Background: an optimization exercise with open tools, aiming at small area and a short achievable clock period. Do not read the settings as production practice. No functional check of the RTL was part of this run.

`flow/run.sh`:
```
#!/bin/bash
# The standard layout, with repair_timing asked to keep extra setup margin
# (the SDC and its clock period are unchanged) so that it sizes the design for
# a shorter achieved period, and a clock tree of smaller buffers without dummy
# loads.  Each tool's output is in the ORFS logs; make's output is in standard.log.
set -e
export SETUP_SLACK_MARGIN=7.7
export CTS_ARGS="-sink_clustering_enable -repair_clock_nets -dont_use_dummy_load -buf_list {sky130_fd_sc_hd__clkbuf_4 sky130_fd_sc_hd__clkbuf_8} -sink_clustering_size 25"
bash standard.sh > standard.log 2>&1
```
`standard.sh`:
```
#!/bin/bash
# synth_recipe.tcl (not shown) runs the flow's synth.tcl, then flattens the netlist and writes it again
# the make line also repeats each setting of config.mk as NAME=value (left out here)
make -C /OpenROAD-flow-scripts/flow DESIGN_CONFIG=/design/flow/config.mk WORK_HOME=/design/flow/orfs CLKGATE_MAP_FILE= SYNTH_SCRIPT=/design/flow/synth_recipe.tcl "${@:-finish}"
```
`config.mk`:
```
export PLATFORM = sky130hd
export DESIGN_NAME = ParallelFIR
export DESIGN_NICKNAME = ParallelFIR
export VERILOG_FILES = /design/flow/design.v
export SDC_FILE = /design/flow/constraint.sdc
export NUM_CORES = 4
export LEC_CHECK = 0
export CAP_MARGIN = 20
export CORE_MARGIN = 2
export CORE_UTILIZATION = 50
export SLEW_MARGIN = 20
export SYNTH_HIERARCHICAL = 1
export SYNTH_MINIMUM_KEEP_SIZE = 0
```
`constraint.sdc`:
```
create_clock -name core_clock -period 11.0 [get_ports {clk}]
set_input_delay 2.2000 -clock core_clock [delete_from_list [all_inputs] [get_ports {clk}]]
set_output_delay 2.2000 -clock core_clock [all_outputs]
set_load 0.01 [all_outputs]
```
`design.v`:
```
`timescale 1ns/1ns
module ParallelFIR(input wire clk,
                   input wire signed [7:0] x,
                   output reg signed [17:0] y);
  reg [7:0] x1, x2, x3, x4, x5, x6, x7, x8, x9, x10, x11, x12, x13, x14, x15, x16, x17;
  reg p4_0_0, p4_1_0, p4_1_1, p4_2_0, p4_2_1, p4_3_0, p4_3_1, p4_4_0, p4_4_1, p4_5_0, p4_5_1, p4_6_0, p4_6_1, p4_7_0, p4_7_1, p4_8_0, p4_8_1, p4_9_0, p4_9_1, p4_10_0, p4_10_1, p4_11_0, p4_11_1, p4_12_0, p4_12_1, p4_13_0, p3_0_0, p3_0_1, p3_1_0, p3_1_1, p3_2_0, p3_2_1, p3_3_0, p3_3_1, p3_4_0, p3_4_1, p3_5_0, p3_5_1, p3_6_0, p3_6_1, p3_7_0, p3_7_1, p3_8_0, p3_8_1, p3_9_0, p3_9_1, p3_10_0, p3_10_1, p3_11_0, p3_11_1, p3_12_0, p3_12_1, p3_13_0, p3_13_1, p3_14_0, p3_14_1, p3_15_0, p3_15_1, p2_0_0, p2_0_1, p2_1_0, p2_1_1, p2_2_0, p2_2_1, p2_3_0, p2_3_1, p2_4_0, p2_4_1, p2_5_0, p2_5_1, p2_6_0, p2_6_1, p2_7_0, p2_7_1, p2_8_0, p2_8_1, p2_9_0, p2_9_1, p2_10_0, p2_10_1, p2_11_0, p2_11_1, p2_12_0, p2_12_1, p2_13_0, p2_13_1, p2_14_0, p2_14_1, p2_15_0, p2_15_1, p2_16_0, p2_16_1, p1_0_0, p1_0_1, p1_1_0, p1_1_1, p1_2_0, p1_2_1, p1_3_0, p1_3_1, p1_4_0, p1_4_1, p1_5_0, p1_5_1, p1_6_0, p1_6_1, p1_7_0, p1_7_1, p1_8_0, p1_8_1, p1_9_0, p1_9_1, p1_10_0, p1_10_1, p1_11_0, p1_11_1, p1_12_0, p1_12_1, p1_13_0, p1_13_1, p1_14_0, p1_14_1, p1_15_0, p1_15_1, p1_16_0, p1_16_1, p1_17_0;
  wire [7:0] xo = {~x[7], x[6:0]};
  wire s1 = 1'b1 ^ x12[1];
  wire c1 = 1'b1 & x12[1];
  wire s2, c2;
  FullAdd u2 (.a(1'b1), .b(x12[2]), .c(x15[7]), .s(s2), .co(c2));
  wire s3, c3;
  FullAdd u3 (.a(1'b1), .b(x15[3]), .c(x16[2]), .s(s3), .co(c3));
  wire n4 = ~x12[2];
  wire n5 = ~x12[0];
  wire s6 = n4 ^ n5;
  wire c6 = n4 & n5;
  wire s7, c7;
  FullAdd u7 (.a(1'b1), .b(x15[4]), .c(x16[3]), .s(s7), .co(c7));
  wire s8, c8;
  FullAdd u8 (.a(x12[3]), .b(x12[1]), .c(x13[1]), .s(s8), .co(c8));
  wire n9 = ~x14[3];
  wire n10 = ~x14[1];
  wire s11 = n9 ^ n10;
  wire c11 = n9 & n10;
  wire s12, c12;
  FullAdd u12 (.a(x12[0]), .b(x15[5]), .c(x16[4]), .s(s12), .co(c12));
  wire s13, c13;
  FullAdd u13 (.a(x12[4]), .b(x12[2]), .c(x13[2]), .s(s13), .co(c13));
  wire s14, c14;
  FullAdd u14 (.a(x14[4]), .b(x14[2]), .c(x17[4]), .s(s14), .co(c14));
  wire s15, c15;
  FullAdd u15 (.a(x12[5]), .b(x12[3]), .c(x13[3]), .s(s15), .co(c15));
  wire s16, c16;
  FullAdd u16 (.a(x14[5]), .b(x14[3]), .c(x17[5]), .s(s16), .co(c16));
  wire s17, c17;
  FullAdd u17 (.a(x15[6]), .b(x16[5]), .c(s1), .s(s17), .co(c17));
  wire s18, c18;
  FullAdd u18 (.a(x12[6]), .b(x12[4]), .c(x13[4]), .s(s18), .co(c18));
  wire s19, c19;
  FullAdd u19 (.a(x14[6]), .b(x14[4]), .c(x17[6]), .s(s19), .co(c19));
  wire s20, c20;
  FullAdd u20 (.a(x16[6]), .b(c1), .c(s2), .s(s20), .co(c20));
  wire s21, c21;
  FullAdd u21 (.a(x12[7]), .b(x12[5]), .c(x13[5]), .s(s21), .co(c21));
  wire s22, c22;
  FullAdd u22 (.a(x14[7]), .b(x14[5]), .c(x17[7]), .s(s22), .co(c22));
  wire s23, c23;
  FullAdd u23 (.a(x12[3]), .b(x16[7]), .c(c2), .s(s23), .co(c23));
  wire n24 = ~x12[6];
  wire s25 = n24 ^ x12[4];
  wire c25 = n24 & x12[4];
  wire s26 = x15[1] ^ x16[0];
  wire c26 = x15[1] & x16[0];
  wire s27, c27;
  FullAdd u27 (.a(1'b1), .b(x15[2]), .c(x16[1]), .s(s27), .co(c27));
  wire n28 = ~x12[1];
  wire s29 = n28 ^ n10;
  wire c29 = n28 & n10;
  wire s30, c30;
  FullAdd u30 (.a(x13[0]), .b(x14[2]), .c(x14[0]), .s(s30), .co(c30));
  wire n31 = ~x17[2];
  wire s32, c32;
  FullAdd u32 (.a(n31), .b(s6), .c(s3), .s(s32), .co(c32));
  wire s33, c33;
  FullAdd u33 (.a(c6), .b(s11), .c(c3), .s(s33), .co(c33));
  wire n34 = ~s7;
  wire s35, c35;
  FullAdd u35 (.a(x17[3]), .b(n34), .c(s8), .s(s35), .co(c35));
  wire s36, c36;
  FullAdd u36 (.a(c11), .b(c7), .c(s12), .s(s36), .co(c36));
  wire s37, c37;
  FullAdd u37 (.a(c8), .b(s13), .c(s14), .s(s37), .co(c37));
  wire s38, c38;
  FullAdd u38 (.a(c13), .b(c14), .c(s15), .s(s38), .co(c38));
  wire n39 = ~s16;
  wire s40, c40;
  FullAdd u40 (.a(c12), .b(n39), .c(s17), .s(s40), .co(c40));
  wire s41, c41;
  FullAdd u41 (.a(c15), .b(c16), .c(s18), .s(s41), .co(c41));
  wire n42 = ~s19;
  wire s43, c43;
  FullAdd u43 (.a(n42), .b(c17), .c(s20), .s(s43), .co(c43));
  wire s44, c44;
  FullAdd u44 (.a(c18), .b(c19), .c(s21), .s(s44), .co(c44));
  wire n45 = ~s22;
  wire s46, c46;
  FullAdd u46 (.a(n45), .b(c20), .c(s23), .s(s46), .co(c46));
  wire s47, c47;
  FullAdd u47 (.a(x13[6]), .b(x14[6]), .c(c21), .s(s47), .co(c47));
  wire n48 = ~c22;
  wire s49, c49;
  FullAdd u49 (.a(s25), .b(n48), .c(c23), .s(s49), .co(c49));
  wire s50, c50;
  FullAdd u50 (.a(x12[7]), .b(x13[7]), .c(x14[7]), .s(s50), .co(c50));
  wire s51, c51;
  FullAdd u51 (.a(1'b1), .b(x12[5]), .c(c25), .s(s51), .co(c51));
  wire n52 = ~x14[0];
  wire s53 = n5 ^ n52;
  wire c53 = n5 & n52;
  wire s54, c54;
  FullAdd u54 (.a(c26), .b(s29), .c(s27), .s(s54), .co(c54));
  wire s55, c55;
  FullAdd u55 (.a(c29), .b(c27), .c(s32), .s(s55), .co(c55));
  wire n56 = ~c30;
  wire s57, c57;
  FullAdd u57 (.a(n56), .b(c32), .c(s33), .s(s57), .co(c57));
  wire n58 = ~s37;
  wire s59, c59;
  FullAdd u59 (.a(c33), .b(s36), .c(n58), .s(s59), .co(c59));
  wire n60 = ~c36;
  wire s61, c61;
  FullAdd u61 (.a(n60), .b(c37), .c(s38), .s(s61), .co(c61));
  wire n62 = ~c40;
  wire s63, c63;
  FullAdd u63 (.a(c38), .b(s41), .c(n62), .s(s63), .co(c63));
  wire n64 = ~c43;
  wire s65, c65;
  FullAdd u65 (.a(c41), .b(s44), .c(n64), .s(s65), .co(c65));
  wire n66 = ~c46;
  wire s67, c67;
  FullAdd u67 (.a(c44), .b(s47), .c(n66), .s(s67), .co(c67));
  wire n68 = ~s51;
  wire s69, c69;
  FullAdd u69 (.a(s50), .b(n68), .c(c47), .s(s69), .co(c69));
  wire s70, c70;
  FullAdd u70 (.a(1'b1), .b(x12[6]), .c(c51), .s(s70), .co(c70));
  wire s71 = s26 ^ s53;
  wire c71 = s26 & s53;
  wire n72 = ~x17[1];
  wire s73, c73;
  FullAdd u73 (.a(n72), .b(c53), .c(s54), .s(s73), .co(c73));
  wire n74 = ~s30;
  wire s75, c75;
  FullAdd u75 (.a(n74), .b(c54), .c(s55), .s(s75), .co(c75));
  wire n76 = ~s35;
  wire s77, c77;
  FullAdd u77 (.a(n76), .b(c55), .c(s57), .s(s77), .co(c77));
  wire n78 = ~c35;
  wire s79, c79;
  FullAdd u79 (.a(n78), .b(c57), .c(s59), .s(s79), .co(c79));
  wire n80 = ~s61;
  wire s81, c81;
  FullAdd u81 (.a(s40), .b(c59), .c(n80), .s(s81), .co(c81));
  wire n82 = ~s43;
  wire s83, c83;
  FullAdd u83 (.a(c61), .b(n82), .c(s63), .s(s83), .co(c83));
  wire n84 = ~s46;
  wire s85, c85;
  FullAdd u85 (.a(n84), .b(c63), .c(s65), .s(s85), .co(c85));
  wire n86 = ~s49;
  wire s87, c87;
  FullAdd u87 (.a(n86), .b(c65), .c(s67), .s(s87), .co(c87));
  wire n88 = ~c49;
  wire s89, c89;
  FullAdd u89 (.a(n88), .b(s69), .c(c67), .s(s89), .co(c89));
  wire n90 = ~s70;
  wire s91, c91;
  FullAdd u91 (.a(c50), .b(n90), .c(c69), .s(s91), .co(c91));
  wire s92, c92;
  FullAdd u92 (.a(1'b1), .b(x12[7]), .c(c70), .s(s92), .co(c92));
  wire s93 = p4_4_0 ^ p4_4_1;
  wire c93 = p4_4_0 & p4_4_1;
  wire s94, c94;
  FullAdd u94 (.a(p4_5_0), .b(p4_5_1), .c(x9[4]), .s(s94), .co(c94));
  wire s95, c95;
  FullAdd u95 (.a(p4_6_0), .b(p4_6_1), .c(x9[5]), .s(s95), .co(c95));
  wire s96, c96;
  FullAdd u96 (.a(x9[0]), .b(x10[3]), .c(x11[6]), .s(s96), .co(c96));
  wire s97 = x11[4] ^ x11[2];
  wire c97 = x11[4] & x11[2];
  wire s98, c98;
  FullAdd u98 (.a(p4_7_0), .b(x9[6]), .c(x9[1]), .s(s98), .co(c98));
  wire s99, c99;
  FullAdd u99 (.a(x10[4]), .b(x11[7]), .c(x11[5]), .s(s99), .co(c99));
  wire s100, c100;
  FullAdd u100 (.a(x11[3]), .b(x12[5]), .c(x12[3]), .s(s100), .co(c100));
  wire n101 = ~p4_7_1;
  wire n102 = ~x9[3];
  wire s103 = n101 ^ n102;
  wire c103 = n101 & n102;
  wire s104, c104;
  FullAdd u104 (.a(x9[7]), .b(x9[2]), .c(x10[5]), .s(s104), .co(c104));
  wire s105, c105;
  FullAdd u105 (.a(x11[6]), .b(x11[4]), .c(x12[6]), .s(s105), .co(c105));
  wire s106, c106;
  FullAdd u106 (.a(p4_8_0), .b(p4_8_1), .c(x9[4]), .s(s106), .co(c106));
  wire n107 = ~x10[2];
  wire n108 = ~x11[2];
  wire s109 = n107 ^ n108;
  wire c109 = n107 & n108;
  wire s110, c110;
  FullAdd u110 (.a(x9[3]), .b(x10[6]), .c(x11[7]), .s(s110), .co(c110));
  wire s111, c111;
  FullAdd u111 (.a(x11[5]), .b(x12[7]), .c(x12[5]), .s(s111), .co(c111));
  wire s112, c112;
  FullAdd u112 (.a(p4_9_0), .b(p4_9_1), .c(x9[5]), .s(s112), .co(c112));
  wire s113, c113;
  FullAdd u113 (.a(x9[4]), .b(x10[7]), .c(x11[6]), .s(s113), .co(c113));
  wire n114 = ~p4_10_0;
  wire n115 = ~p4_10_1;
  wire s116 = n114 ^ n115;
  wire c116 = n114 & n115;
  wire s117 = x9[5] ^ x11[7];
  wire c117 = x9[5] & x11[7];
  wire s118 = p4_3_0 ^ p4_3_1;
  wire c118 = p4_3_0 & p4_3_1;
  wire s119, c119;
  FullAdd u119 (.a(x9[3]), .b(x10[1]), .c(x11[4]), .s(s119), .co(c119));
  wire s120, c120;
  FullAdd u120 (.a(x11[2]), .b(x11[0]), .c(x12[2]), .s(s120), .co(c120));
  wire s121, c121;
  FullAdd u121 (.a(x10[2]), .b(x11[5]), .c(x11[3]), .s(s121), .co(c121));
  wire s122, c122;
  FullAdd u122 (.a(x11[1]), .b(x12[3]), .c(x12[1]), .s(s122), .co(c122));
  wire s123 = c93 ^ s94;
  wire c123 = c93 & s94;
  wire s124, c124;
  FullAdd u124 (.a(x9[2]), .b(x10[0]), .c(x11[0]), .s(s124), .co(c124));
  wire s125, c125;
  FullAdd u125 (.a(x12[4]), .b(x12[2]), .c(s97), .s(s125), .co(c125));
  wire s126, c126;
  FullAdd u126 (.a(c94), .b(s95), .c(s96), .s(s126), .co(c126));
  wire s127, c127;
  FullAdd u127 (.a(c97), .b(s103), .c(c95), .s(s127), .co(c127));
  wire s128, c128;
  FullAdd u128 (.a(c96), .b(s98), .c(s99), .s(s128), .co(c128));
  wire n129 = ~s100;
  wire s130, c130;
  FullAdd u130 (.a(x10[1]), .b(x11[1]), .c(n129), .s(s130), .co(c130));
  wire s131, c131;
  FullAdd u131 (.a(x12[4]), .b(c103), .c(s109), .s(s131), .co(c131));
  wire s132, c132;
  FullAdd u132 (.a(c98), .b(c99), .c(c100), .s(s132), .co(c132));
  wire n133 = ~s106;
  wire s134, c134;
  FullAdd u134 (.a(s104), .b(s105), .c(n133), .s(s134), .co(c134));
  wire s135, c135;
  FullAdd u135 (.a(c109), .b(c104), .c(c105), .s(s135), .co(c135));
  wire s136, c136;
  FullAdd u136 (.a(x10[3]), .b(x11[3]), .c(c106), .s(s136), .co(c136));
  wire n137 = ~s112;
  wire s138, c138;
  FullAdd u138 (.a(s110), .b(s111), .c(n137), .s(s138), .co(c138));
  wire s139, c139;
  FullAdd u139 (.a(x9[6]), .b(x10[4]), .c(x11[4]), .s(s139), .co(c139));
  wire s140, c140;
  FullAdd u140 (.a(x12[6]), .b(s116), .c(c110), .s(s140), .co(c140));
  wire n141 = ~c112;
  wire s142, c142;
  FullAdd u142 (.a(c111), .b(n141), .c(s113), .s(s142), .co(c142));
  wire s143, c143;
  FullAdd u143 (.a(p4_11_0), .b(p4_11_1), .c(x9[7]), .s(s143), .co(c143));
  wire s144, c144;
  FullAdd u144 (.a(x12[7]), .b(s117), .c(c116), .s(s144), .co(c144));
  wire n145 = ~c113;
  wire s146, c146;
  FullAdd u146 (.a(x10[5]), .b(x11[5]), .c(n145), .s(s146), .co(c146));
  wire s147, c147;
  FullAdd u147 (.a(p4_12_0), .b(x10[6]), .c(x11[6]), .s(s147), .co(c147));
  wire s148 = p4_12_1 ^ x9[6];
  wire c148 = p4_12_1 & x9[6];
  wire s149 = 1'b1 ^ p4_13_0;
  wire c149 = 1'b1 & p4_13_0;
  wire s150, c150;
  FullAdd u150 (.a(p4_2_0), .b(p4_2_1), .c(x9[1]), .s(s150), .co(c150));
  wire s151, c151;
  FullAdd u151 (.a(x9[2]), .b(x10[0]), .c(x11[3]), .s(s151), .co(c151));
  wire s152 = x11[1] ^ x12[1];
  wire c152 = x11[1] & x12[1];
  wire s153, c153;
  FullAdd u153 (.a(x12[0]), .b(c118), .c(s93), .s(s153), .co(c153));
  wire n154 = ~x9[0];
  wire s155, c155;
  FullAdd u155 (.a(n154), .b(s119), .c(s120), .s(s155), .co(c155));
  wire s156, c156;
  FullAdd u156 (.a(c119), .b(c120), .c(s121), .s(s156), .co(c156));
  wire n157 = ~x9[1];
  wire s158, c158;
  FullAdd u158 (.a(n157), .b(s122), .c(s123), .s(s158), .co(c158));
  wire s159, c159;
  FullAdd u159 (.a(c121), .b(c122), .c(c123), .s(s159), .co(c159));
  wire n160 = ~s124;
  wire s161, c161;
  FullAdd u161 (.a(n160), .b(s125), .c(s126), .s(s161), .co(c161));
  wire s162, c162;
  FullAdd u162 (.a(c125), .b(c126), .c(s127), .s(s162), .co(c162));
  wire n163 = ~s128;
  wire s164, c164;
  FullAdd u164 (.a(c124), .b(n163), .c(s130), .s(s164), .co(c164));
  wire s165, c165;
  FullAdd u165 (.a(s131), .b(c127), .c(c128), .s(s165), .co(c165));
  wire n166 = ~c130;
  wire s167, c167;
  FullAdd u167 (.a(s132), .b(n166), .c(s134), .s(s167), .co(c167));
  wire s168, c168;
  FullAdd u168 (.a(c131), .b(c132), .c(s135), .s(s168), .co(c168));
  wire n169 = ~s136;
  wire s170, c170;
  FullAdd u170 (.a(n169), .b(c134), .c(s138), .s(s170), .co(c170));
  wire s171, c171;
  FullAdd u171 (.a(c135), .b(s140), .c(c138), .s(s171), .co(c171));
  wire n172 = ~s142;
  wire s173, c173;
  FullAdd u173 (.a(s139), .b(c136), .c(n172), .s(s173), .co(c173));
  wire s174, c174;
  FullAdd u174 (.a(s144), .b(c140), .c(c142), .s(s174), .co(c174));
  wire s175, c175;
  FullAdd u175 (.a(c139), .b(s143), .c(s146), .s(s175), .co(c175));
  wire s176, c176;
  FullAdd u176 (.a(s148), .b(c117), .c(c144), .s(s176), .co(c176));
  wire s177, c177;
  FullAdd u177 (.a(c143), .b(s147), .c(c146), .s(s177), .co(c177));
  wire s178, c178;
  FullAdd u178 (.a(x9[7]), .b(c148), .c(s149), .s(s178), .co(c178));
  wire s179, c179;
  FullAdd u179 (.a(x10[7]), .b(x11[7]), .c(c147), .s(s179), .co(c179));
  wire s180 = p4_1_0 ^ x9[0];
  wire c180 = p4_1_0 & x9[0];
  wire s181, c181;
  FullAdd u181 (.a(x11[2]), .b(x11[0]), .c(x12[0]), .s(s181), .co(c181));
  wire s182, c182;
  FullAdd u182 (.a(s152), .b(s118), .c(c150), .s(s182), .co(c182));
  wire s183, c183;
  FullAdd u183 (.a(c152), .b(c151), .c(s153), .s(s183), .co(c183));
  wire s184, c184;
  FullAdd u184 (.a(c153), .b(c155), .c(s156), .s(s184), .co(c184));
  wire s185, c185;
  FullAdd u185 (.a(c156), .b(c158), .c(s159), .s(s185), .co(c185));
  wire s186, c186;
  FullAdd u186 (.a(c159), .b(c161), .c(s162), .s(s186), .co(c186));
  wire s187, c187;
  FullAdd u187 (.a(c162), .b(s165), .c(s167), .s(s187), .co(c187));
  wire s188, c188;
  FullAdd u188 (.a(c165), .b(s168), .c(c167), .s(s188), .co(c188));
  wire s189, c189;
  FullAdd u189 (.a(c168), .b(c170), .c(s171), .s(s189), .co(c189));
  wire n190 = ~c173;
  wire s191, c191;
  FullAdd u191 (.a(c171), .b(s174), .c(n190), .s(s191), .co(c191));
  wire n192 = ~c175;
  wire s193, c193;
  FullAdd u193 (.a(s176), .b(c174), .c(n192), .s(s193), .co(c193));
  wire n194 = ~s179;
  wire s195, c195;
  FullAdd u195 (.a(s178), .b(n194), .c(c176), .s(s195), .co(c195));
  wire s196, c196;
  FullAdd u196 (.a(1'b1), .b(c149), .c(c178), .s(s196), .co(c196));
  wire s197 = 1'b1 ^ p4_0_0;
  wire c197 = 1'b1 & p4_0_0;
  wire n198 = ~p4_1_1;
  wire s199, c199;
  FullAdd u199 (.a(n198), .b(x11[1]), .c(s180), .s(s199), .co(c199));
  wire s200, c200;
  FullAdd u200 (.a(c180), .b(s181), .c(s150), .s(s200), .co(c200));
  wire s201, c201;
  FullAdd u201 (.a(c181), .b(s151), .c(s182), .s(s201), .co(c201));
  wire s202, c202;
  FullAdd u202 (.a(c182), .b(s155), .c(s183), .s(s202), .co(c202));
  wire s203, c203;
  FullAdd u203 (.a(c183), .b(s158), .c(s184), .s(s203), .co(c203));
  wire s204, c204;
  FullAdd u204 (.a(c184), .b(s161), .c(s185), .s(s204), .co(c204));
  wire n205 = ~s164;
  wire s206, c206;
  FullAdd u206 (.a(n205), .b(c185), .c(s186), .s(s206), .co(c206));
  wire n207 = ~c164;
  wire s208, c208;
  FullAdd u208 (.a(n207), .b(c186), .c(s187), .s(s208), .co(c208));
  wire s209, c209;
  FullAdd u209 (.a(s170), .b(c187), .c(s188), .s(s209), .co(c209));
  wire n210 = ~s173;
  wire s211, c211;
  FullAdd u211 (.a(n210), .b(c188), .c(s189), .s(s211), .co(c211));
  wire n212 = ~s175;
  wire s213, c213;
  FullAdd u213 (.a(n212), .b(c189), .c(s191), .s(s213), .co(c213));
  wire n214 = ~s177;
  wire s215, c215;
  FullAdd u215 (.a(n214), .b(c191), .c(s193), .s(s215), .co(c215));
  wire n216 = ~c177;
  wire s217, c217;
  FullAdd u217 (.a(n216), .b(s195), .c(c193), .s(s217), .co(c217));
  wire n218 = ~c179;
  wire s219, c219;
  FullAdd u219 (.a(n218), .b(s196), .c(c195), .s(s219), .co(c219));
  wire s220, c220;
  FullAdd u220 (.a(p3_6_0), .b(p3_6_1), .c(x6[6]), .s(s220), .co(c220));
  wire s221 = x6[4] ^ x6[2];
  wire c221 = x6[4] & x6[2];
  wire s222, c222;
  FullAdd u222 (.a(p3_7_0), .b(p3_7_1), .c(x6[7]), .s(s222), .co(c222));
  wire s223, c223;
  FullAdd u223 (.a(x6[5]), .b(x6[3]), .c(x7[4]), .s(s223), .co(c223));
  wire s224, c224;
  FullAdd u224 (.a(x8[6]), .b(x8[1]), .c(x9[0]), .s(s224), .co(c224));
  wire s225, c225;
  FullAdd u225 (.a(p3_8_0), .b(p3_8_1), .c(x6[6]), .s(s225), .co(c225));
  wire s226, c226;
  FullAdd u226 (.a(x6[4]), .b(x7[5]), .c(x8[7]), .s(s226), .co(c226));
  wire s227 = x8[2] ^ x9[1];
  wire c227 = x8[2] & x9[1];
  wire s228, c228;
  FullAdd u228 (.a(p3_9_0), .b(p3_9_1), .c(x6[7]), .s(s228), .co(c228));
  wire s229, c229;
  FullAdd u229 (.a(x6[5]), .b(x7[6]), .c(x8[3]), .s(s229), .co(c229));
  wire s230, c230;
  FullAdd u230 (.a(p3_10_0), .b(p3_10_1), .c(x6[6]), .s(s230), .co(c230));
  wire s231 = p3_3_0 ^ p3_3_1;
  wire c231 = p3_3_0 & p3_3_1;
  wire s232, c232;
  FullAdd u232 (.a(p3_4_0), .b(p3_4_1), .c(x6[4]), .s(s232), .co(c232));
  wire s233, c233;
  FullAdd u233 (.a(x6[2]), .b(x6[0]), .c(x7[1]), .s(s233), .co(c233));
  wire s234, c234;
  FullAdd u234 (.a(p3_5_0), .b(p3_5_1), .c(x6[5]), .s(s234), .co(c234));
  wire s235, c235;
  FullAdd u235 (.a(x6[3]), .b(x6[1]), .c(x7[2]), .s(s235), .co(c235));
  wire n236 = ~x8[1];
  wire s237 = x8[4] ^ n236;
  wire c237 = x8[4] & n236;
  wire s238, c238;
  FullAdd u238 (.a(x7[3]), .b(x8[5]), .c(x8[0]), .s(s238), .co(c238));
  wire s239, c239;
  FullAdd u239 (.a(x6[0]), .b(x7[0]), .c(x8[2]), .s(s239), .co(c239));
  wire n240 = ~x9[6];
  wire s241, c241;
  FullAdd u241 (.a(n240), .b(s221), .c(s220), .s(s241), .co(c241));
  wire s242, c242;
  FullAdd u242 (.a(x6[1]), .b(x7[1]), .c(x8[3]), .s(s242), .co(c242));
  wire s243, c243;
  FullAdd u243 (.a(c221), .b(c220), .c(s222), .s(s243), .co(c243));
  wire n244 = ~x9[7];
  wire s245, c245;
  FullAdd u245 (.a(n244), .b(s223), .c(s224), .s(s245), .co(c245));
  wire s246, c246;
  FullAdd u246 (.a(x6[2]), .b(x7[2]), .c(x8[4]), .s(s246), .co(c246));
  wire s247, c247;
  FullAdd u247 (.a(s227), .b(c222), .c(c223), .s(s247), .co(c247));
  wire s248, c248;
  FullAdd u248 (.a(c224), .b(s225), .c(s226), .s(s248), .co(c248));
  wire s249, c249;
  FullAdd u249 (.a(x6[3]), .b(x7[3]), .c(x8[5]), .s(s249), .co(c249));
  wire s250, c250;
  FullAdd u250 (.a(x9[2]), .b(c227), .c(c225), .s(s250), .co(c250));
  wire s251, c251;
  FullAdd u251 (.a(c226), .b(s228), .c(s229), .s(s251), .co(c251));
  wire s252, c252;
  FullAdd u252 (.a(x7[7]), .b(x8[4]), .c(x9[3]), .s(s252), .co(c252));
  wire s253, c253;
  FullAdd u253 (.a(x6[4]), .b(x7[4]), .c(x8[6]), .s(s253), .co(c253));
  wire s254, c254;
  FullAdd u254 (.a(c228), .b(c229), .c(s230), .s(s254), .co(c254));
  wire s255, c255;
  FullAdd u255 (.a(p3_11_0), .b(p3_11_1), .c(x6[7]), .s(s255), .co(c255));
  wire s256, c256;
  FullAdd u256 (.a(x6[5]), .b(x7[5]), .c(x8[7]), .s(s256), .co(c256));
  wire s257, c257;
  FullAdd u257 (.a(x8[5]), .b(x9[4]), .c(c230), .s(s257), .co(c257));
  wire s258, c258;
  FullAdd u258 (.a(p3_12_0), .b(p3_12_1), .c(x8[6]), .s(s258), .co(c258));
  wire n259 = ~x6[6];
  wire n260 = ~x7[6];
  wire s261 = n259 ^ n260;
  wire c261 = n259 & n260;
  wire s262, c262;
  FullAdd u262 (.a(p3_13_0), .b(p3_13_1), .c(x8[7]), .s(s262), .co(c262));
  wire s263 = p3_1_0 ^ p3_1_1;
  wire c263 = p3_1_0 & p3_1_1;
  wire s264, c264;
  FullAdd u264 (.a(p3_2_0), .b(p3_2_1), .c(x6[2]), .s(s264), .co(c264));
  wire s265 = x6[0] ^ x8[1];
  wire c265 = x6[0] & x8[1];
  wire s266, c266;
  FullAdd u266 (.a(x6[3]), .b(x6[1]), .c(x7[0]), .s(s266), .co(c266));
  wire s267, c267;
  FullAdd u267 (.a(x8[2]), .b(n102), .c(s231), .s(s267), .co(c267));
  wire s268, c268;
  FullAdd u268 (.a(x8[3]), .b(c231), .c(s232), .s(s268), .co(c268));
  wire n269 = ~s233;
  wire s270, c270;
  FullAdd u270 (.a(x8[0]), .b(x9[4]), .c(n269), .s(s270), .co(c270));
  wire s271, c271;
  FullAdd u271 (.a(s237), .b(c232), .c(c233), .s(s271), .co(c271));
  wire n272 = ~x9[5];
  wire s273, c273;
  FullAdd u273 (.a(n272), .b(s234), .c(s235), .s(s273), .co(c273));
  wire s274, c274;
  FullAdd u274 (.a(c237), .b(c234), .c(c235), .s(s274), .co(c274));
  wire n275 = ~s239;
  wire s276, c276;
  FullAdd u276 (.a(s238), .b(n275), .c(s241), .s(s276), .co(c276));
  wire s277, c277;
  FullAdd u277 (.a(c238), .b(c241), .c(s243), .s(s277), .co(c277));
  wire n278 = ~s245;
  wire s279, c279;
  FullAdd u279 (.a(c239), .b(s242), .c(n278), .s(s279), .co(c279));
  wire s280, c280;
  FullAdd u280 (.a(c243), .b(c245), .c(s247), .s(s280), .co(c280));
  wire n281 = ~s248;
  wire s282, c282;
  FullAdd u282 (.a(c242), .b(s246), .c(n281), .s(s282), .co(c282));
  wire s283, c283;
  FullAdd u283 (.a(c247), .b(c248), .c(s250), .s(s283), .co(c283));
  wire n284 = ~s251;
  wire s285, c285;
  FullAdd u285 (.a(c246), .b(s249), .c(n284), .s(s285), .co(c285));
  wire s286, c286;
  FullAdd u286 (.a(s252), .b(c250), .c(c251), .s(s286), .co(c286));
  wire n287 = ~s254;
  wire s288, c288;
  FullAdd u288 (.a(c249), .b(s253), .c(n287), .s(s288), .co(c288));
  wire s289, c289;
  FullAdd u289 (.a(c252), .b(s255), .c(c254), .s(s289), .co(c289));
  wire n290 = ~s257;
  wire s291, c291;
  FullAdd u291 (.a(c253), .b(s256), .c(n290), .s(s291), .co(c291));
  wire s292, c292;
  FullAdd u292 (.a(x9[5]), .b(s261), .c(c255), .s(s292), .co(c292));
  wire n293 = ~c256;
  wire s294, c294;
  FullAdd u294 (.a(n293), .b(s258), .c(c257), .s(s294), .co(c294));
  wire s295, c295;
  FullAdd u295 (.a(x9[6]), .b(c261), .c(c258), .s(s295), .co(c295));
  wire n296 = ~s262;
  wire s297, c297;
  FullAdd u297 (.a(x6[7]), .b(x7[7]), .c(n296), .s(s297), .co(c297));
  wire s298, c298;
  FullAdd u298 (.a(p3_14_0), .b(p3_14_1), .c(x9[7]), .s(s298), .co(c298));
  wire s299 = p3_0_0 ^ p3_0_1;
  wire c299 = p3_0_0 & p3_0_1;
  wire s300, c300;
  FullAdd u300 (.a(x6[1]), .b(x8[0]), .c(s263), .s(s300), .co(c300));
  wire s301, c301;
  FullAdd u301 (.a(c263), .b(s265), .c(s264), .s(s301), .co(c301));
  wire s302, c302;
  FullAdd u302 (.a(c265), .b(c264), .c(s266), .s(s302), .co(c302));
  wire s303, c303;
  FullAdd u303 (.a(c266), .b(c267), .c(s268), .s(s303), .co(c303));
  wire s304, c304;
  FullAdd u304 (.a(c268), .b(s271), .c(s273), .s(s304), .co(c304));
  wire s305, c305;
  FullAdd u305 (.a(c271), .b(c273), .c(s274), .s(s305), .co(c305));
  wire s306, c306;
  FullAdd u306 (.a(c274), .b(c276), .c(s277), .s(s306), .co(c306));
  wire n307 = ~c279;
  wire s308, c308;
  FullAdd u308 (.a(c277), .b(s280), .c(n307), .s(s308), .co(c308));
  wire n309 = ~c282;
  wire s310, c310;
  FullAdd u310 (.a(c280), .b(s283), .c(n309), .s(s310), .co(c310));
  wire n311 = ~c285;
  wire s312, c312;
  FullAdd u312 (.a(c283), .b(s286), .c(n311), .s(s312), .co(c312));
  wire n313 = ~c288;
  wire s314, c314;
  FullAdd u314 (.a(c286), .b(s289), .c(n313), .s(s314), .co(c314));
  wire s315, c315;
  FullAdd u315 (.a(s292), .b(c289), .c(s294), .s(s315), .co(c315));
  wire s316, c316;
  FullAdd u316 (.a(c292), .b(s295), .c(c294), .s(s316), .co(c316));
  wire s317, c317;
  FullAdd u317 (.a(c262), .b(s298), .c(c295), .s(s317), .co(c317));
  wire s318 = p3_15_0 ^ p3_15_1;
  wire c318 = p3_15_0 & p3_15_1;
  wire s319 = x6[0] ^ s299;
  wire c319 = x6[0] & s299;
  wire s320, c320;
  FullAdd u320 (.a(n157), .b(c299), .c(s300), .s(s320), .co(c320));
  wire n321 = ~x9[2];
  wire s322, c322;
  FullAdd u322 (.a(n321), .b(c300), .c(s301), .s(s322), .co(c322));
  wire s323, c323;
  FullAdd u323 (.a(s267), .b(c301), .c(s302), .s(s323), .co(c323));
  wire n324 = ~s270;
  wire s325, c325;
  FullAdd u325 (.a(c302), .b(n324), .c(s303), .s(s325), .co(c325));
  wire n326 = ~c270;
  wire s327, c327;
  FullAdd u327 (.a(n326), .b(c303), .c(s304), .s(s327), .co(c327));
  wire s328, c328;
  FullAdd u328 (.a(c304), .b(s305), .c(s276), .s(s328), .co(c328));
  wire n329 = ~s279;
  wire s330, c330;
  FullAdd u330 (.a(c305), .b(n329), .c(s306), .s(s330), .co(c330));
  wire n331 = ~s282;
  wire s332, c332;
  FullAdd u332 (.a(n331), .b(c306), .c(s308), .s(s332), .co(c332));
  wire n333 = ~s285;
  wire s334, c334;
  FullAdd u334 (.a(n333), .b(c308), .c(s310), .s(s334), .co(c334));
  wire n335 = ~s288;
  wire s336, c336;
  FullAdd u336 (.a(n335), .b(c310), .c(s312), .s(s336), .co(c336));
  wire n337 = ~s291;
  wire s338, c338;
  FullAdd u338 (.a(n337), .b(c312), .c(s314), .s(s338), .co(c338));
  wire n339 = ~c291;
  wire s340, c340;
  FullAdd u340 (.a(n339), .b(s315), .c(c314), .s(s340), .co(c340));
  wire n341 = ~s297;
  wire s342, c342;
  FullAdd u342 (.a(n341), .b(c315), .c(s316), .s(s342), .co(c342));
  wire n343 = ~c297;
  wire s344, c344;
  FullAdd u344 (.a(n343), .b(s317), .c(c316), .s(s344), .co(c344));
  wire s345, c345;
  FullAdd u345 (.a(s318), .b(c298), .c(c317), .s(s345), .co(c345));
  wire s346 = p2_4_0 ^ p2_4_1;
  wire c346 = p2_4_0 & p2_4_1;
  wire s347, c347;
  FullAdd u347 (.a(p2_5_0), .b(p2_5_1), .c(x2[5]), .s(s347), .co(c347));
  wire s348 = x5[0] ^ x6[3];
  wire c348 = x5[0] & x6[3];
  wire s349, c349;
  FullAdd u349 (.a(p2_6_0), .b(p2_6_1), .c(x2[6]), .s(s349), .co(c349));
  wire s350, c350;
  FullAdd u350 (.a(x5[1]), .b(x6[4]), .c(x6[2]), .s(s350), .co(c350));
  wire s351, c351;
  FullAdd u351 (.a(p2_7_0), .b(p2_7_1), .c(x2[7]), .s(s351), .co(c351));
  wire s352, c352;
  FullAdd u352 (.a(x5[2]), .b(x6[5]), .c(x6[3]), .s(s352), .co(c352));
  wire s353, c353;
  FullAdd u353 (.a(p2_8_0), .b(p2_8_1), .c(x5[3]), .s(s353), .co(c353));
  wire s354 = x6[6] ^ x6[4];
  wire c354 = x6[6] & x6[4];
  wire s355 = p2_9_0 ^ p2_9_1;
  wire c355 = p2_9_0 & p2_9_1;
  wire s356, c356;
  FullAdd u356 (.a(p2_3_0), .b(p2_3_1), .c(x2[3]), .s(s356), .co(c356));
  wire n357 = ~x3[2];
  wire n358 = ~x3[0];
  wire s359 = n357 ^ n358;
  wire c359 = n357 & n358;
  wire s360, c360;
  FullAdd u360 (.a(x2[4]), .b(x6[2]), .c(x6[0]), .s(s360), .co(c360));
  wire s361, c361;
  FullAdd u361 (.a(x3[3]), .b(x3[1]), .c(x4[1]), .s(s361), .co(c361));
  wire n362 = ~x5[3];
  wire n363 = ~x5[1];
  wire s364 = n362 ^ n363;
  wire c364 = n362 & n363;
  wire s365, c365;
  FullAdd u365 (.a(x3[4]), .b(x3[2]), .c(x4[2]), .s(s365), .co(c365));
  wire s366, c366;
  FullAdd u366 (.a(x6[1]), .b(c346), .c(s348), .s(s366), .co(c366));
  wire n367 = ~s347;
  wire s368, c368;
  FullAdd u368 (.a(x5[4]), .b(x5[2]), .c(n367), .s(s368), .co(c368));
  wire s369, c369;
  FullAdd u369 (.a(x3[5]), .b(x3[3]), .c(x4[3]), .s(s369), .co(c369));
  wire s370, c370;
  FullAdd u370 (.a(c348), .b(c347), .c(s349), .s(s370), .co(c370));
  wire n371 = ~s350;
  wire s372, c372;
  FullAdd u372 (.a(x5[5]), .b(x5[3]), .c(n371), .s(s372), .co(c372));
  wire s373, c373;
  FullAdd u373 (.a(x3[6]), .b(x3[4]), .c(x4[4]), .s(s373), .co(c373));
  wire s374, c374;
  FullAdd u374 (.a(c349), .b(c350), .c(s351), .s(s374), .co(c374));
  wire n375 = ~s352;
  wire s376, c376;
  FullAdd u376 (.a(x5[6]), .b(x5[4]), .c(n375), .s(s376), .co(c376));
  wire s377, c377;
  FullAdd u377 (.a(x3[7]), .b(x3[5]), .c(x4[5]), .s(s377), .co(c377));
  wire s378, c378;
  FullAdd u378 (.a(s354), .b(c351), .c(c352), .s(s378), .co(c378));
  wire n379 = ~s353;
  wire s380, c380;
  FullAdd u380 (.a(x5[7]), .b(x5[5]), .c(n379), .s(s380), .co(c380));
  wire s381, c381;
  FullAdd u381 (.a(x5[4]), .b(x6[7]), .c(x6[5]), .s(s381), .co(c381));
  wire s382, c382;
  FullAdd u382 (.a(x3[6]), .b(x4[6]), .c(x5[6]), .s(s382), .co(c382));
  wire s383, c383;
  FullAdd u383 (.a(c354), .b(s355), .c(c353), .s(s383), .co(c383));
  wire s384, c384;
  FullAdd u384 (.a(p2_10_0), .b(p2_10_1), .c(x5[5]), .s(s384), .co(c384));
  wire s385, c385;
  FullAdd u385 (.a(x3[7]), .b(x4[7]), .c(x5[7]), .s(s385), .co(c385));
  wire s386 = x6[6] ^ c355;
  wire c386 = x6[6] & c355;
  wire s387 = p2_11_0 ^ p2_11_1;
  wire c387 = p2_11_0 & p2_11_1;
  wire s388 = p2_1_0 ^ p2_1_1;
  wire c388 = p2_1_0 & p2_1_1;
  wire s389, c389;
  FullAdd u389 (.a(p2_2_0), .b(p2_2_1), .c(x2[2]), .s(s389), .co(c389));
  wire n390 = ~x3[1];
  wire s391 = n390 ^ n363;
  wire c391 = n390 & n363;
  wire s392, c392;
  FullAdd u392 (.a(x4[0]), .b(x5[2]), .c(x5[0]), .s(s392), .co(c392));
  wire s393, c393;
  FullAdd u393 (.a(x6[1]), .b(s359), .c(s356), .s(s393), .co(c393));
  wire s394, c394;
  FullAdd u394 (.a(s346), .b(c359), .c(s364), .s(s394), .co(c394));
  wire n395 = ~s361;
  wire s396, c396;
  FullAdd u396 (.a(c356), .b(s360), .c(n395), .s(s396), .co(c396));
  wire s397, c397;
  FullAdd u397 (.a(c364), .b(c360), .c(s366), .s(s397), .co(c397));
  wire s398, c398;
  FullAdd u398 (.a(c361), .b(s365), .c(s368), .s(s398), .co(c398));
  wire s399, c399;
  FullAdd u399 (.a(c365), .b(s369), .c(c368), .s(s399), .co(c399));
  wire n400 = ~s372;
  wire s401, c401;
  FullAdd u401 (.a(c366), .b(s370), .c(n400), .s(s401), .co(c401));
  wire s402, c402;
  FullAdd u402 (.a(c369), .b(s373), .c(c372), .s(s402), .co(c402));
  wire n403 = ~s376;
  wire s404, c404;
  FullAdd u404 (.a(c370), .b(s374), .c(n403), .s(s404), .co(c404));
  wire s405, c405;
  FullAdd u405 (.a(c373), .b(s377), .c(c376), .s(s405), .co(c405));
  wire n406 = ~s380;
  wire s407, c407;
  FullAdd u407 (.a(c374), .b(s378), .c(n406), .s(s407), .co(c407));
  wire s408, c408;
  FullAdd u408 (.a(s381), .b(c378), .c(s383), .s(s408), .co(c408));
  wire s409, c409;
  FullAdd u409 (.a(c377), .b(s382), .c(c380), .s(s409), .co(c409));
  wire s410, c410;
  FullAdd u410 (.a(c381), .b(s384), .c(s386), .s(s410), .co(c410));
  wire n411 = ~c383;
  wire s412, c412;
  FullAdd u412 (.a(c382), .b(s385), .c(n411), .s(s412), .co(c412));
  wire s413, c413;
  FullAdd u413 (.a(x5[6]), .b(x6[7]), .c(s387), .s(s413), .co(c413));
  wire n414 = ~c385;
  wire s415, c415;
  FullAdd u415 (.a(c384), .b(n414), .c(c386), .s(s415), .co(c415));
  wire s416, c416;
  FullAdd u416 (.a(p2_12_0), .b(p2_12_1), .c(x5[7]), .s(s416), .co(c416));
  wire s417 = x2[1] ^ s388;
  wire c417 = x2[1] & s388;
  wire s418, c418;
  FullAdd u418 (.a(x6[0]), .b(c388), .c(s391), .s(s418), .co(c418));
  wire s419, c419;
  FullAdd u419 (.a(c391), .b(c389), .c(s393), .s(s419), .co(c419));
  wire s420, c420;
  FullAdd u420 (.a(s394), .b(c393), .c(s396), .s(s420), .co(c420));
  wire s421, c421;
  FullAdd u421 (.a(c394), .b(c396), .c(s397), .s(s421), .co(c421));
  wire n422 = ~c397;
  wire s423, c423;
  FullAdd u423 (.a(n422), .b(c398), .c(s399), .s(s423), .co(c423));
  wire n424 = ~c401;
  wire s425, c425;
  FullAdd u425 (.a(c399), .b(s402), .c(n424), .s(s425), .co(c425));
  wire n426 = ~c404;
  wire s427, c427;
  FullAdd u427 (.a(c402), .b(s405), .c(n426), .s(s427), .co(c427));
  wire n428 = ~s408;
  wire s429, c429;
  FullAdd u429 (.a(c405), .b(n428), .c(s409), .s(s429), .co(c429));
  wire n430 = ~c409;
  wire s431, c431;
  FullAdd u431 (.a(s410), .b(c408), .c(n430), .s(s431), .co(c431));
  wire s432, c432;
  FullAdd u432 (.a(s413), .b(c410), .c(s415), .s(s432), .co(c432));
  wire s433, c433;
  FullAdd u433 (.a(c387), .b(s416), .c(c413), .s(s433), .co(c433));
  wire s434 = p2_13_0 ^ p2_13_1;
  wire c434 = p2_13_0 & p2_13_1;
  wire s435 = p2_0_0 ^ x2[0];
  wire c435 = p2_0_0 & x2[0];
  wire n436 = ~s417;
  wire s437, c437;
  FullAdd u437 (.a(x3[0]), .b(x5[0]), .c(n436), .s(s437), .co(c437));
  wire s438, c438;
  FullAdd u438 (.a(s389), .b(c417), .c(s418), .s(s438), .co(c438));
  wire n439 = ~s392;
  wire s440, c440;
  FullAdd u440 (.a(n439), .b(c418), .c(s419), .s(s440), .co(c440));
  wire n441 = ~c392;
  wire s442, c442;
  FullAdd u442 (.a(n441), .b(c419), .c(s420), .s(s442), .co(c442));
  wire n443 = ~s398;
  wire s444, c444;
  FullAdd u444 (.a(c420), .b(n443), .c(s421), .s(s444), .co(c444));
  wire n445 = ~s423;
  wire s446, c446;
  FullAdd u446 (.a(s401), .b(c421), .c(n445), .s(s446), .co(c446));
  wire n447 = ~s404;
  wire s448, c448;
  FullAdd u448 (.a(n447), .b(c423), .c(s425), .s(s448), .co(c448));
  wire n449 = ~s407;
  wire s450, c450;
  FullAdd u450 (.a(n449), .b(c425), .c(s427), .s(s450), .co(c450));
  wire n451 = ~c407;
  wire s452, c452;
  FullAdd u452 (.a(n451), .b(s429), .c(c427), .s(s452), .co(c452));
  wire n453 = ~s431;
  wire s454, c454;
  FullAdd u454 (.a(s412), .b(c429), .c(n453), .s(s454), .co(c454));
  wire n455 = ~c412;
  wire s456, c456;
  FullAdd u456 (.a(n455), .b(s432), .c(c431), .s(s456), .co(c456));
  wire s457, c457;
  FullAdd u457 (.a(c415), .b(s433), .c(c432), .s(s457), .co(c457));
  wire s458, c458;
  FullAdd u458 (.a(s434), .b(c416), .c(c433), .s(s458), .co(c458));
  wire s459, c459;
  FullAdd u459 (.a(p2_14_0), .b(p2_14_1), .c(c434), .s(s459), .co(c459));
  wire s460 = p2_15_0 ^ p2_15_1;
  wire c460 = p2_15_0 & p2_15_1;
  wire s461 = p2_16_0 ^ p2_16_1;
  wire c461 = p2_16_0 & p2_16_1;
  wire s462 = p1_1_0 ^ x2[0];
  wire c462 = p1_1_0 & x2[0];
  wire n463 = ~p1_2_1;
  wire s464, c464;
  FullAdd u464 (.a(p1_2_0), .b(n463), .c(x1[1]), .s(s464), .co(c464));
  wire s465, c465;
  FullAdd u465 (.a(p1_3_0), .b(p1_3_1), .c(x2[2]), .s(s465), .co(c465));
  wire s466, c466;
  FullAdd u466 (.a(p1_4_0), .b(p1_4_1), .c(x2[3]), .s(s466), .co(c466));
  wire s467, c467;
  FullAdd u467 (.a(p1_5_0), .b(p1_5_1), .c(x2[4]), .s(s467), .co(c467));
  wire s468, c468;
  FullAdd u468 (.a(p1_6_0), .b(p1_6_1), .c(x2[5]), .s(s468), .co(c468));
  wire n469 = ~p1_7_0;
  wire s470, c470;
  FullAdd u470 (.a(n469), .b(p1_7_1), .c(x1[6]), .s(s470), .co(c470));
  wire s471, c471;
  FullAdd u471 (.a(p1_8_0), .b(p1_8_1), .c(x1[7]), .s(s471), .co(c471));
  wire n472 = ~p1_1_1;
  wire n473 = ~x1[0];
  wire s474 = n472 ^ n473;
  wire c474 = n472 & n473;
  wire n475 = ~s464;
  wire s476, c476;
  FullAdd u476 (.a(x2[1]), .b(c462), .c(n475), .s(s476), .co(c476));
  wire n477 = ~s465;
  wire s478, c478;
  FullAdd u478 (.a(x1[2]), .b(c464), .c(n477), .s(s478), .co(c478));
  wire n479 = ~x1[3];
  wire s480, c480;
  FullAdd u480 (.a(n479), .b(c465), .c(s466), .s(s480), .co(c480));
  wire n481 = ~x1[4];
  wire s482, c482;
  FullAdd u482 (.a(n481), .b(c466), .c(s467), .s(s482), .co(c482));
  wire n483 = ~x1[5];
  wire s484, c484;
  FullAdd u484 (.a(n483), .b(c467), .c(s468), .s(s484), .co(c484));
  wire n485 = ~s470;
  wire s486, c486;
  FullAdd u486 (.a(x2[6]), .b(c468), .c(n485), .s(s486), .co(c486));
  wire n487 = ~x2[7];
  wire s488, c488;
  FullAdd u488 (.a(n487), .b(c470), .c(s471), .s(s488), .co(c488));
  wire s489, c489;
  FullAdd u489 (.a(p1_9_0), .b(p1_9_1), .c(c471), .s(s489), .co(c489));
  wire n490 = ~p1_10_0;
  wire n491 = ~p1_10_1;
  wire s492 = n490 ^ n491;
  wire c492 = n490 & n491;
  wire n493 = ~p1_11_0;
  wire s494 = n493 ^ p1_11_1;
  wire c494 = n493 & p1_11_1;
  wire s495 = p1_12_0 ^ p1_12_1;
  wire c495 = p1_12_0 & p1_12_1;
  wire s496 = p1_13_0 ^ p1_13_1;
  wire c496 = p1_13_0 & p1_13_1;
  wire s497 = p1_14_0 ^ p1_14_1;
  wire c497 = p1_14_0 & p1_14_1;
  wire s498 = p1_15_0 ^ p1_15_1;
  wire c498 = p1_15_0 & p1_15_1;
  wire s499 = p1_16_0 ^ p1_16_1;
  wire c499 = p1_16_0 & p1_16_1;
  wire s500 = 1'b1 ^ p1_17_0;
  wire c500 = 1'b1 & p1_17_0;
  wire [17:0] r0 = {c499, c498, c497, c496, c495, c494, c492, ~c489, ~c488, c486, c484, c482, c480, ~c478, c476, c474, s474, p1_0_0};
  wire [17:0] r1 = {s500, s499, s498, s497, s496, s495, s494, s492, ~s489, ~s488, s486, s484, s482, s480, ~s478, s476, s462, ~p1_0_1};
  always @(posedge clk) begin
    x1 <= xo;
    x2 <= x1;
    x3 <= x2;
    x4 <= x3;
    x5 <= x4;
    x6 <= x5;
    x7 <= x6;
    x8 <= x7;
    x9 <= x8;
    x10 <= x9;
    x11 <= x10;
    x12 <= x11;
    x13 <= x12;
    x14 <= x13;
    x15 <= x14;
    x16 <= x15;
    x17 <= x16;
    p4_0_0 <= x15[0];
    p4_1_0 <= s71;
    p4_1_1 <= x17[0];
    p4_2_0 <= c71;
    p4_2_1 <= s73;
    p4_3_0 <= c73;
    p4_3_1 <= s75;
    p4_4_0 <= c75;
    p4_4_1 <= s77;
    p4_5_0 <= c77;
    p4_5_1 <= s79;
    p4_6_0 <= c79;
    p4_6_1 <= s81;
    p4_7_0 <= c81;
    p4_7_1 <= s83;
    p4_8_0 <= c83;
    p4_8_1 <= s85;
    p4_9_0 <= c85;
    p4_9_1 <= s87;
    p4_10_0 <= c87;
    p4_10_1 <= s89;
    p4_11_0 <= c89;
    p4_11_1 <= s91;
    p4_12_0 <= c91;
    p4_12_1 <= s92;
    p4_13_0 <= c92;
    p3_0_0 <= s197;
    p3_0_1 <= x11[0];
    p3_1_0 <= c197;
    p3_1_1 <= s199;
    p3_2_0 <= c199;
    p3_2_1 <= s200;
    p3_3_0 <= c200;
    p3_3_1 <= s201;
    p3_4_0 <= c201;
    p3_4_1 <= s202;
    p3_5_0 <= c202;
    p3_5_1 <= s203;
    p3_6_0 <= c203;
    p3_6_1 <= s204;
    p3_7_0 <= c204;
    p3_7_1 <= s206;
    p3_8_0 <= c206;
    p3_8_1 <= s208;
    p3_9_0 <= c208;
    p3_9_1 <= s209;
    p3_10_0 <= c209;
    p3_10_1 <= s211;
    p3_11_0 <= c211;
    p3_11_1 <= s213;
    p3_12_0 <= c213;
    p3_12_1 <= s215;
    p3_13_0 <= c215;
    p3_13_1 <= s217;
    p3_14_0 <= c217;
    p3_14_1 <= s219;
    p3_15_0 <= c219;
    p3_15_1 <= c196;
    p2_0_0 <= s319;
    p2_0_1 <= x9[0];
    p2_1_0 <= c319;
    p2_1_1 <= s320;
    p2_2_0 <= c320;
    p2_2_1 <= s322;
    p2_3_0 <= c322;
    p2_3_1 <= s323;
    p2_4_0 <= c323;
    p2_4_1 <= s325;
    p2_5_0 <= c325;
    p2_5_1 <= s327;
    p2_6_0 <= c327;
    p2_6_1 <= s328;
    p2_7_0 <= c328;
    p2_7_1 <= s330;
    p2_8_0 <= c330;
    p2_8_1 <= s332;
    p2_9_0 <= c332;
    p2_9_1 <= s334;
    p2_10_0 <= c334;
    p2_10_1 <= s336;
    p2_11_0 <= c336;
    p2_11_1 <= s338;
    p2_12_0 <= c338;
    p2_12_1 <= s340;
    p2_13_0 <= c340;
    p2_13_1 <= s342;
    p2_14_0 <= c342;
    p2_14_1 <= s344;
    p2_15_0 <= c344;
    p2_15_1 <= s345;
    p2_16_0 <= c345;
    p2_16_1 <= c318;
    p1_0_0 <= s435;
    p1_0_1 <= p2_0_1;
    p1_1_0 <= c435;
    p1_1_1 <= s437;
    p1_2_0 <= c437;
    p1_2_1 <= s438;
    p1_3_0 <= c438;
    p1_3_1 <= s440;
    p1_4_0 <= c440;
    p1_4_1 <= s442;
    p1_5_0 <= c442;
    p1_5_1 <= s444;
    p1_6_0 <= c444;
    p1_6_1 <= s446;
    p1_7_0 <= c446;
    p1_7_1 <= s448;
    p1_8_0 <= c448;
    p1_8_1 <= s450;
    p1_9_0 <= c450;
    p1_9_1 <= s452;
    p1_10_0 <= c452;
    p1_10_1 <= s454;
    p1_11_0 <= c454;
    p1_11_1 <= s456;
    p1_12_0 <= c456;
    p1_12_1 <= s457;
    p1_13_0 <= c457;
    p1_13_1 <= s458;
    p1_14_0 <= c458;
    p1_14_1 <= s459;
    p1_15_0 <= c459;
    p1_15_1 <= s460;
    p1_16_0 <= c460;
    p1_16_1 <= s461;
    p1_17_0 <= c461;
    y <= r0 + r1;
  end
endmodule
module FullAdd(input wire a, input wire b, input wire c,
               output wire s, output wire co);
  assign s = a ^ b ^ c;
  assign co = (a & b) | (a & c) | (b & c);
endmodule
```
==> run notes <==
[timing repair]
action	4_1_cts	5_1_grt
endpoints found under the setup margin	18	17
gates resized for setup	52	15
gates cloned	0	0
[modules after synthesis, one instance, submodules excluded]
module / copies in the design / cells inside / cell area, um^2
FullAdd: 311 / 1 / 20.02
ParallelFIR: 1 / 593 / 7642
[metal layers]
metal	wire length [um]	part of all wire, %	up-vias
li1	-	-	2871
met5	0	0	-
met2	11250	50	87
met4	545	2.4	0
met1	9931	44	3356
met3	866	3.8	48
[path summary, 6_finish.rpt]
kind / start / endpoint / slack (ns)
worst min register to register: x15[0]$_DFF_P_ / x16[0]$_DFF_P_ / 0.33
worst max-delay path: y[14]$_DFF_P_ / y[14] / 7.75
worst max register to register: x9[7]$_DFF_P_ / p3_8_1$_DFF_P_ / 7.82
worst min-delay path: x15[0]$_DFF_P_ / x16[0]$_DFF_P_ / 0.33
[cell usage in the layout (no fill, tap or decap), drive strengths merged, types with 5 or more instances in the layout]
cell	n
clkdlybuf4s50	8
inv	149
xnor2	14
nor2	12
conb	8
buf	10
o211ai	5
a21oi	13
dfxtp	276
nand3	6
ha	69
clkbuf	51
nand2	6
o21ai	8
fa	312
[final cells by class]
class	instances	area, um^2	area share [%]
clock buffers	47	646.9	4.265
inverters	149	559.3	3.688
multi-input cells	481	7772	51.25
flip-flops and latches	276	5532	36.47
well taps	372	465.4	3.069
repair buffers	26	191.4	1.262
[metrics by stage]
step                cell area (um^2)  setup WS, ns
floorplan                      13890         8.042
global placement               14580         7.730
detailed placement             14580         7.731
CTS                            15210         7.679
global route                   15170         7.702
finish                         15170         7.749
[worst register-to-register path: stages, from the launching register on]
cell     delay (ns)
dfxtp_1        0.61
fa_1           0.51
fa_1           0.57
fa_1           0.44
fa_1           0.52
fa_1           0.41
[logic make-up (layout without fill, tap and decap cells)]
group / Yosys count / in the layout / share of synthesized area, %
fa+ha+maj: 381 / 381 / 51.26
other cells: 1 / 8 / 0.02704
buf+inv: 154 / 222 / 4.304
flops: 276 / 276 / 39.84
simple gates: 35 / 35 / 1.281
xor+xnor: 16 / 16 / 1.011
compound gates: 41 / 41 / 2.274
==> qor.csv <==
metric,value,unit
worst hold stages,0,
total die area,29090,um^2
vias in the first global route,7380,
most frequent cell after synthesis,fa_1,
syn avg cell area,15.34,um^2
status,finished clean,
Die Y,170.5,um
max reg flops,18,
initial DRC count,205,
Post-CTS Setup Inserts,0,
setup TNS,0,ns
relative slew slack,63.96,%
CTS Hold Bufs,0,
Worst Path Required,8.80,ns
# DRC,0,
ant diodes,0,
Worst EP arrival,1.05,ns
pin count of the biggest net entering global routing,12,
first-pass iteration count of the detailed router,4,
Mapped Cells,904,
FMAX,0.3076,GHz
Worst-Margin Slew,0.5399,ns
Worst setup SP type,flip-flop,
initial antenna violation count,0,
clock slew at reported path FFs,0.05,ns
"Seq/Total Area, Yosys",39.84,%
crit-path max cell delay,0.30,ns
Rows,60,
Horiz. Die Dim,170.5,um
critical path class,flip-flop to output port,
Setup Viol. Count Final,0,
DRT Wirelength,22600,um
crit-path max FO,1,
DR WL/cell,16.72,um
share of synthesized registers carrying an async set or reset,0,%
dominant cells by area after synthesis,"fa_1 (45%), dfxtp_1 (40%), ha_1 (6.2%)",
Skew-Pair Late Insertion Delay,0.55,ns
antenna-violating nets left,0,
"Most flops, register",y,
Util after Layout,55.96,%
initial core utilization,51.17,%
top post-synthesis cells by count,"fa_1 (312), dfxtp_1 (276), inv_1 (149), ha_1 (69), xnor2_1 (14)",
CP Buf/Inv Count,1,
routed via count,6362,
GR Util met3,3.215,%
CTS max path bufs,3,
Hold/Removal Path Class,flip-flop to flip-flop,
Final Cycle Share,29.56,%
Max-Cap Viols,0,
hold_ws,0.3270,ns
Tmin final,3.251,ns
"EDFF count, synth",0,
CP max-delay cell,dfxtp_1,
dpl cells,1304,
clk sinks,276,
cell count along the critical path,1,
post-synth top area cell,fa_1,
Synthesis Warnings,7,
total gr overflow,0,
DR vias/cell,4.709,
Fin Clk Skew,0.03258,ns
I/O pin count,27,
Finished Layout Cells,1351,
H-Tree Depth,2,
CTS buffer count,47,
cells on worst reg2reg path,5,
unrepaired setup endpoints after global routing,false,
clk root buf,clkbuf_8,
Layout Nets,1371,
CTS tree,built,
Max Slew Vio Count,0,
"Hold Violations, Final",0,
GRT Total Usage,17.69,%
crit-path cells,clkdlybuf4s15_1,
M1 GR Usage,24.85,%
global-route wire length before repair,38590,um
Layout area overhead,9.365,%
total core area,27100,um^2
Mapped Area,13870,um^2
GR Util met2,28.45,%
cell family with most CP delay,flip-flops,
gr busiest metal,met2,
register bit total from synthesis,276,
post-synthesis cell type count,39,
CP Capture Type,output port,
ys flop type,dfxtp_1,
fill cell count,2272,
post-DP HPWL,18430,um
Port Buf Inserts,26,
Yosys top cell area share,45.04,%
layout cell share with drive strength beyond 1,8.172,%
GPL Wtd Cong,0.7772,

[port drivers added, routing unchanged]
The flow's constraints put no driver on any port. The routed layout listed below was extracted and timed again, unchanged, in two steps.
Step 1 assumes that a clkbuf_16 drives the clock port and a buf_2 every other input.
Step 2, shift: input delay + t, output delay - t, t = (earliest + latest rising clock arrival at the registers) / 2. This alone moves slack from input paths to output paths.
Three values: no drivers, after step 1, after step 2; two values: the first two.
t (ns): 0.583
setup WS [ns]: 7.749 / 7.705 / 7.820
worst setup path after step 2: register to register
cell pins on the clock port's net: 1
After both steps this run still meets setup and hold. The setup slack of this run moves by -0.044 ns with the drivers and by +0.071 ns with both steps.
